This design comes from an exercise in tuning for small area, a short achievable clock period and few clock cycles on the open sky130 flow, not from production work.

==> inputs of try-sierra <==
==> flow/design.v (excerpt) <==
module lmfe_top (
	clk,
	reset,
	Din,
	in_en,
	busy,
	out_valid,
	Dout,
	sram_a,
	sram_d,
	sram_cen,
	sram_wen,
	sram_q
);
export LEC_CHECK = 0
export CAP_MARGIN = 20
export CORE_MARGIN = 2
export CORE_UTILIZATION = 40
export CTS_BUF_LIST = sky130_fd_sc_hd__clkbuf_4 sky130_fd_sc_hd__clkbuf_8
export CTS_CLUSTER_SIZE = 20
export PLACE_DENSITY = 0.55
export SLEW_MARGIN = 20
create_clock -name core_clock -period 10.0 [get_ports {clk}]
standard.sh (not shown) runs the stock make flow with config.mk's settings and CLKGATE_MAP_FILE= SYNTH_SCRIPT=/design/flow/synth_recipe.tcl, a recipe that flattens the netlist after the stock synthesis.
==> flow/flow/run.sh <==
#!/bin/bash
set -euo pipefail
bash standard.sh SETUP_SLACK_MARGIN=6.3 finish > standard.log 2>&1
==> try-onyx (differences from try-sierra) <==
--- a/flow/design.v
+++ b/flow/design.v
@@ -16,11 +16,10 @@
 input			PRE;	 
 input			ZF;		 
 output	[7:0]	MED;	 
 reg		[7:0]	slot [0:55];
 reg		[55:0]	flag;
-reg		[5:0]	Z;		 
 reg		[4:0]	L;		 
 reg		[5:0]	C0A, C0B, C1A, C1B;	 
 reg				sel;	 
 reg				d7;
 reg		[5:0]	mb;		 
@@ -39,30 +38,30 @@
 end
 wire			init = INIT;
 wire	[5:0]	CA = sel ? C0A : C1A;
 wire	[5:0]	CB = sel ? C0B : C1B;
 wire	[6:0]	s = {2'd0, L} + {1'd0, CA} + {1'd0, CB};
-wire			dec0 = (s >= 7'd25);	 
-reg		[2:0]	znew, zold;
-always @ * begin
-	znew = {2'd0, ~PIX[7]};
-	for (p = 0; p < 5; p = p + 1)
-		znew = znew + {2'd0, ~slot[p][7]};
-	zold = 3'd0;
-	for (p = 47; p < 54; p = p + 1)
-		zold = zold + {2'd0, ~slot[p][7]};
-end
-wire	[5:0]	zpn = Z + {3'd0, znew} - {3'd0, zold};
-reg		[5:0]	ZP;
+wire	[6:0]	s0 = {2'd0, L} + {1'd0, C0A} + {1'd0, C0B};
+wire	[6:0]	s1 = {2'd0, L} + {1'd0, C1A} + {1'd0, C1B};
+wire			dec0 = sel ? (s0 >= 7'd25) : (s1 >= 7'd25);	 
+reg		[5:0]	QZ, ZP;
+wire	[5:0]	zpn = QZ + {5'd0, ~slot[0][7]} + {5'd0, ~PIX[7]} - {5'd0, ~slot[48][7]} - {5'd0, ~slot[47][7]};
 reg				lt25, lt24;		 
 wire	[5:0]	zn = ZP + {5'd0, ~slot[0][7]};
 wire			d7n = slot[0][7] ? lt25 : lt24;	 
+reg				ia, ib;
+always @ (posedge clk) begin
+	ia <= PRE;
+	ib <= (TR == 3'd5);
+end
 reg		[56:0]	x0, x1;
+reg				ix;
 always @ * begin
 	for (p = 0; p < 56; p = p + 1) begin
-		x0[p] = ~slot[p][5] & ((flag[p] & ~slot[p][6]) | ((p < 48) & init & ~slot[p][7]));
-		x1[p] = ~slot[p][5] & ((flag[p] & slot[p][6]) | ((p < 48) & init & slot[p][7]));
+		ix = (p < 16) ? init : (p < 32) ? ia : (p < 48) ? ib : 1'b0;
+		x0[p] = ~slot[p][5] & ((flag[p] & ~slot[p][6]) | (ix & ~slot[p][7]));
+		x1[p] = ~slot[p][5] & ((flag[p] & slot[p][6]) | (ix & slot[p][7]));
 	end
 	x0[56] = init & ~PIX[7] & ~PIX[6];
 	x1[56] = init & PIX[7] & ~PIX[6];
 end
 wire	[5:0]	n0A, n0B, n1A, n1B;
@@ -95,13 +94,13 @@
 	end
 	ZP <= zpn;
 	lt25 <= (zpn < 6'd25);
 	lt24 <= (zpn < 6'd24);
 	if (ZF)
-		Z <= 6'd49;
-	else if (init)
-		Z <= zn;
+		QZ <= 6'd48;
+	else
+		QZ <= QZ + {5'd0, ~slot[0][7]} - {5'd0, ~slot[48][7]};
 end
 endmodule
 module lmfe_popc57 (x, A, B);
 input	[56:0]	x;
 output	[5:0]	A;
@@ -490,11 +489,10 @@
 			end else begin
 				A <= {rrow, j[6:0]};
 				v1 <= rd_ok;
 			end
 			if (t == 3'd5) D <= DIN;
-			if (t == 3'd1) DOUT <= MED;
 			if (t == 3'd6) begin
 				t <= 3'd0;
 				if (last_col) begin
 					j <= 8'd0;
 					y <= y + 8'd1;
@@ -504,12 +502,14 @@
 			end else begin
 				t <= t + 3'd1;
 			end
 		end
 		default: begin
+			A <= {rrow, j[6:0]};
 		end
 	endcase
+	DOUT <= MED;	 
 end
 endmodule
 module lmfe_top (
 	clk,
 	reset,
==> flow/flow/run.sh (replaced) <==
#!/bin/bash
set -euo pipefail
bash standard.sh SETUP_SLACK_MARGIN=6.5 finish > standard.log 2>&1
- CTS_BUF_LIST: sky130_fd_sc_hd__clkbuf_4 sky130_fd_sc_hd__clkbuf_8 -> default
- CTS_CLUSTER_DIAMETER: default -> 60
- CTS_CLUSTER_SIZE: 20 -> 24
==> try-violet (differences from try-sierra) <==
--- a/flow/design.v
+++ b/flow/design.v
@@ -18,12 +18,11 @@
 output	[7:0]	MED;	 
 reg		[7:0]	slot [0:55];
 reg		[55:0]	flag;
 reg		[5:0]	Z;		 
 reg		[4:0]	L;		 
-reg		[5:0]	C0A, C0B, C1A, C1B;	 
-reg				sel;	 
+reg		[5:0]	CA, CB;	 
 reg				d7;
 reg		[5:0]	mb;		 
 integer			p;
 reg		[6:0]	ins_rot;
 always @ * begin
@@ -36,51 +35,44 @@
 		3'd5: ins_rot = {INS[0], INS[6:1]};
 		default: ins_rot = INS[6:0];
 	endcase
 end
 wire			init = INIT;
-wire	[5:0]	CA = sel ? C0A : C1A;
-wire	[5:0]	CB = sel ? C0B : C1B;
 wire	[6:0]	s = {2'd0, L} + {1'd0, CA} + {1'd0, CB};
 wire			dec0 = (s >= 7'd25);	 
 reg		[2:0]	znew, zold;
 always @ * begin
 	znew = {2'd0, ~PIX[7]};
-	for (p = 0; p < 5; p = p + 1)
+	for (p = 0; p < 6; p = p + 1)
 		znew = znew + {2'd0, ~slot[p][7]};
 	zold = 3'd0;
-	for (p = 47; p < 54; p = p + 1)
+	for (p = 48; p < 55; p = p + 1)
 		zold = zold + {2'd0, ~slot[p][7]};
 end
-wire	[5:0]	zpn = Z + {3'd0, znew} - {3'd0, zold};
-reg		[5:0]	ZP;
-reg				lt25, lt24;		 
-wire	[5:0]	zn = ZP + {5'd0, ~slot[0][7]};
-wire			d7n = slot[0][7] ? lt25 : lt24;	 
+wire	[5:0]	zn = Z + {3'd0, znew} - {3'd0, zold};
+wire			d7n = (zn < 6'd25);
 reg		[56:0]	x0, x1;
 always @ * begin
 	for (p = 0; p < 56; p = p + 1) begin
 		x0[p] = ~slot[p][5] & ((flag[p] & ~slot[p][6]) | ((p < 48) & init & ~slot[p][7]));
 		x1[p] = ~slot[p][5] & ((flag[p] & slot[p][6]) | ((p < 48) & init & slot[p][7]));
 	end
 	x0[56] = init & ~PIX[7] & ~PIX[6];
 	x1[56] = init & PIX[7] & ~PIX[6];
 end
-wire	[5:0]	n0A, n0B, n1A, n1B;
-lmfe_popc57 i_pc0 (.x(x0), .A(n0A), .B(n0B));
-lmfe_popc57 i_pc1 (.x(x1), .A(n1A), .B(n1B));
+wire	[5:0]	C0A, C0B, C1A, C1B;
+lmfe_popc57 i_pc0 (.x(x0), .A(C0A), .B(C0B));
+lmfe_popc57 i_pc1 (.x(x1), .A(C1A), .B(C1B));
+wire			sel0 = init ? ~d7n : dec0;
 assign MED = {d7, mb, ~dec0};
 always @ (posedge clk) begin
 	slot[0] <= {INS[7], ins_rot};
 	for (p = 0; p < 55; p = p + 1)
 		slot[p+1] <= {slot[p][7], slot[p][5:0], slot[p][6]};
 	mb <= {mb[4:0], ~dec0};
-	C0A <= n0A;
-	C0B <= n0B;
-	C1A <= n1A;
-	C1B <= n1B;
-	sel <= init ? ~d7n : dec0;
+	CA <= sel0 ? C0A : C1A;
+	CB <= sel0 ? C0B : C1B;
 	if (init) begin
 		flag[0] <= (PIX[7] == d7n);
 		for (p = 0; p < 48; p = p + 1)
 			flag[p+1] <= (slot[p][7] == d7n);
 		for (p = 48; p < 55; p = p + 1)
@@ -91,13 +83,10 @@
 		flag[0] <= 1'b0;
 		for (p = 0; p < 55; p = p + 1)
 			flag[p+1] <= flag[p] & (slot[p][6] ^ dec0) & ~PRE;
 		if (!dec0) L <= s[4:0];
 	end
-	ZP <= zpn;
-	lt25 <= (zpn < 6'd25);
-	lt24 <= (zpn < 6'd24);
 	if (ZF)
 		Z <= 6'd49;
 	else if (init)
 		Z <= zn;
 end
@@ -392,11 +381,10 @@
 reg		[2:0]	t;		 
 reg		[7:0]	j;		 
 reg		[7:0]	y;		 
 reg				v1, v2;	 
 reg				d1, d2;	 
-reg				pv;		 
 reg				okA, okB;	 
 reg				INIT;		 
 reg				PRE;		 
 wire	run = (state == ST_RUN);
 wire	col_in = ~j[7];						 
@@ -408,11 +396,11 @@
 wire	last_load = (y[1:0] == 2'd2) && (j[6:0] == 7'd127);
 wire	last_col = (j == 8'd130);
 assign TR = (t >= 3'd2) ? (t - 3'd2) : (t + 3'd5);
 assign ZF = ~run;
 assign INS = v2 ? (d2 ? D : Q) : 8'd0;
-assign PIX = pv ? D : 8'd0;
+assign PIX = v2 ? D : 8'd0;
 always @ (posedge clk, posedge RST) begin
 	if (RST) begin
 		state <= ST_IDL;
 		CEN <= 1'b1;
 		WEN <= 1'b1;
@@ -463,11 +451,10 @@
 	d1 <= 1'b0;
 	INIT <= run && (t == 3'd0);
 	PRE <= run && (t == 3'd6);
 	case (state)
 		ST_IDL: begin
-			pv <= 1'b0;
 			A <= 10'd0;
 			D <= DIN;
 			j <= 8'd1;
 			y <= 8'd0;
 		end
@@ -482,11 +469,10 @@
 			end
 		end
 		ST_RUN: begin
 			if (t == 3'd6) begin
 				A <= {wrow, j[6:0]};
-				pv <= wr_ok;
 				v1 <= wr_ok;
 				d1 <= 1'b1;
 			end else begin
 				A <= {rrow, j[6:0]};
 				v1 <= rd_ok;
==> flow/run.sh (new file) <==
#!/bin/bash
# synth_recipe.tcl (not shown) runs the flow's synth.tcl, then flattens the netlist and writes it again
# the make line also repeats each setting of config.mk as NAME=value (left out here)
make -C /OpenROAD-flow-scripts/flow DESIGN_CONFIG=/design/flow/config.mk WORK_HOME=/design/flow/orfs CLKGATE_MAP_FILE= SYNTH_SCRIPT=/design/flow/synth_recipe.tcl finish
- CORE_UTILIZATION: 40 -> 50
- CTS_BUF_LIST: sky130_fd_sc_hd__clkbuf_4 sky130_fd_sc_hd__clkbuf_8 -> default
- CTS_CLUSTER_SIZE: 20 -> default
- PLACE_DENSITY: 0.55 -> 0.65
- SETUP_SLACK_MARGIN: default -> 5
removed: flow/flow/run.sh
removed: flow/standard.sh
==> flow_metrics.env <==
export IMPL_status="complete, no violations"
export IMPL_antenna_found_initial=1
export IMPL_pwr_density_cell_mw_per_mm2=182
export IMPL_power_leakage_nw=10.5
export IMPL_wl_per_cell_um=16.2
export IMPL_yosys_area_share_simple_pct=7.76
export IMPL_netlist_top_cells_count="dfxtp_1 (536), inv_1 (196), fa_1 (109)"
export IMPL_reg2reg_slack_ps=5740
export IMPL_slowest_stage="fa_2"
export IMPL_drive_above_1_share_pct=19.4
export IMPL_synth_top_area_share_pct=50.9
export IMPL_grt_use_total_pct=16.3
export IMPL_tightest_slew_ps=843
export IMPL_path_buf_inv=5
export IMPL_totalWireLength_mm=42.8
export IMPL_ys_ff_latch=596
export IMPL_design_seq_count=596
That was try-sierra.
==> flow_metrics.env <==
export IMPL_status="complete, no violations"
export IMPL_synth_top_area_share_pct=48.7
export IMPL_tightest_slew_ps=1090
export IMPL_power_leakage_nw=9.75
export IMPL_pwr_density_cell_mw_per_mm2=178
export IMPL_wl_per_cell_um=18.5
export IMPL_ys_ff_latch=576
export IMPL_reg2reg_slack_ps=4980
export IMPL_slowest_stage="fa_1"
export IMPL_netlist_top_cells_count="dfxtp_1 (517), inv_1 (141), fa_1 (109)"
export IMPL_totalWireLength_mm=45.3
export IMPL_antenna_found_initial=0
export IMPL_grt_use_total_pct=20.3
export IMPL_design_seq_count=576
export IMPL_yosys_area_share_simple_pct=10.8
That was try-violet.
==> flow_metrics.env <==
export IMPL_netlist_top_cells_count="dfxtp_1 (544), inv_1 (202), fa_1 (113)"
export IMPL_cts_resized=31
export IMPL_drive_above_1_share_pct=11.5
export IMPL_reg2reg_slack_ps=5800
export IMPL_synth_top_area_share_pct=51.3
export IMPL_slowest_stage="fa_2"
export IMPL_path_buf_inv=4
export IMPL_power_leakage_nw=9.97
export IMPL_yosysTopAreaCell="dfxtp_1"
export IMPL_tightest_slew_ps=943
export IMPL_gp_congestion=0.810
export IMPL_antenna_found_initial=0
export IMPL_wl_per_cell_um=16.0
export IMPL_status="complete, no violations"
export IMPL_grt_use_total_pct=15.4
export IMPL_multi_input_cells=951
export IMPL_ys_ff_latch=586
export IMPL_cts_setup_buffers=8
export IMPL_totalWireLength_mm=41.4
That was try-onyx.
No run of this note included a check of the RTL's function; only the layout flow was run.

separate check: timing with driven ports:
No port has a modelled driver above. Below, the same layouts with a new extraction and two added sets of constraints.
Step 1, drivers: a clkbuf_16 drives clk and a buf_2 each remaining input, both assumed.
Step 2, shift: input delay + t, output delay - t, t = (earliest + latest rising clock arrival at the registers) / 2. This alone moves slack from input paths to output paths.
a / b / c = no drivers / after step 1 / after step 2; a / b = the first two.
| run | t, ns | slack for setup (ns) | worst register clock-pin slew, ns | pins driven straight from the clock port |
|---|---|---|---|---|
| try-sierra | 0.728 | 5.737 / 5.737 / 5.737 | 0.07 / 0.07 | 1 |
| try-onyx | 0.635 | 5.797 / 5.797 / 5.797 | 0.09 / 0.09 | 1 |
| try-violet | 0.655 | 4.983 / 4.983 / 4.983 | 0.07 / 0.07 | 1 |
After both steps setup and hold are still met in every run listed.
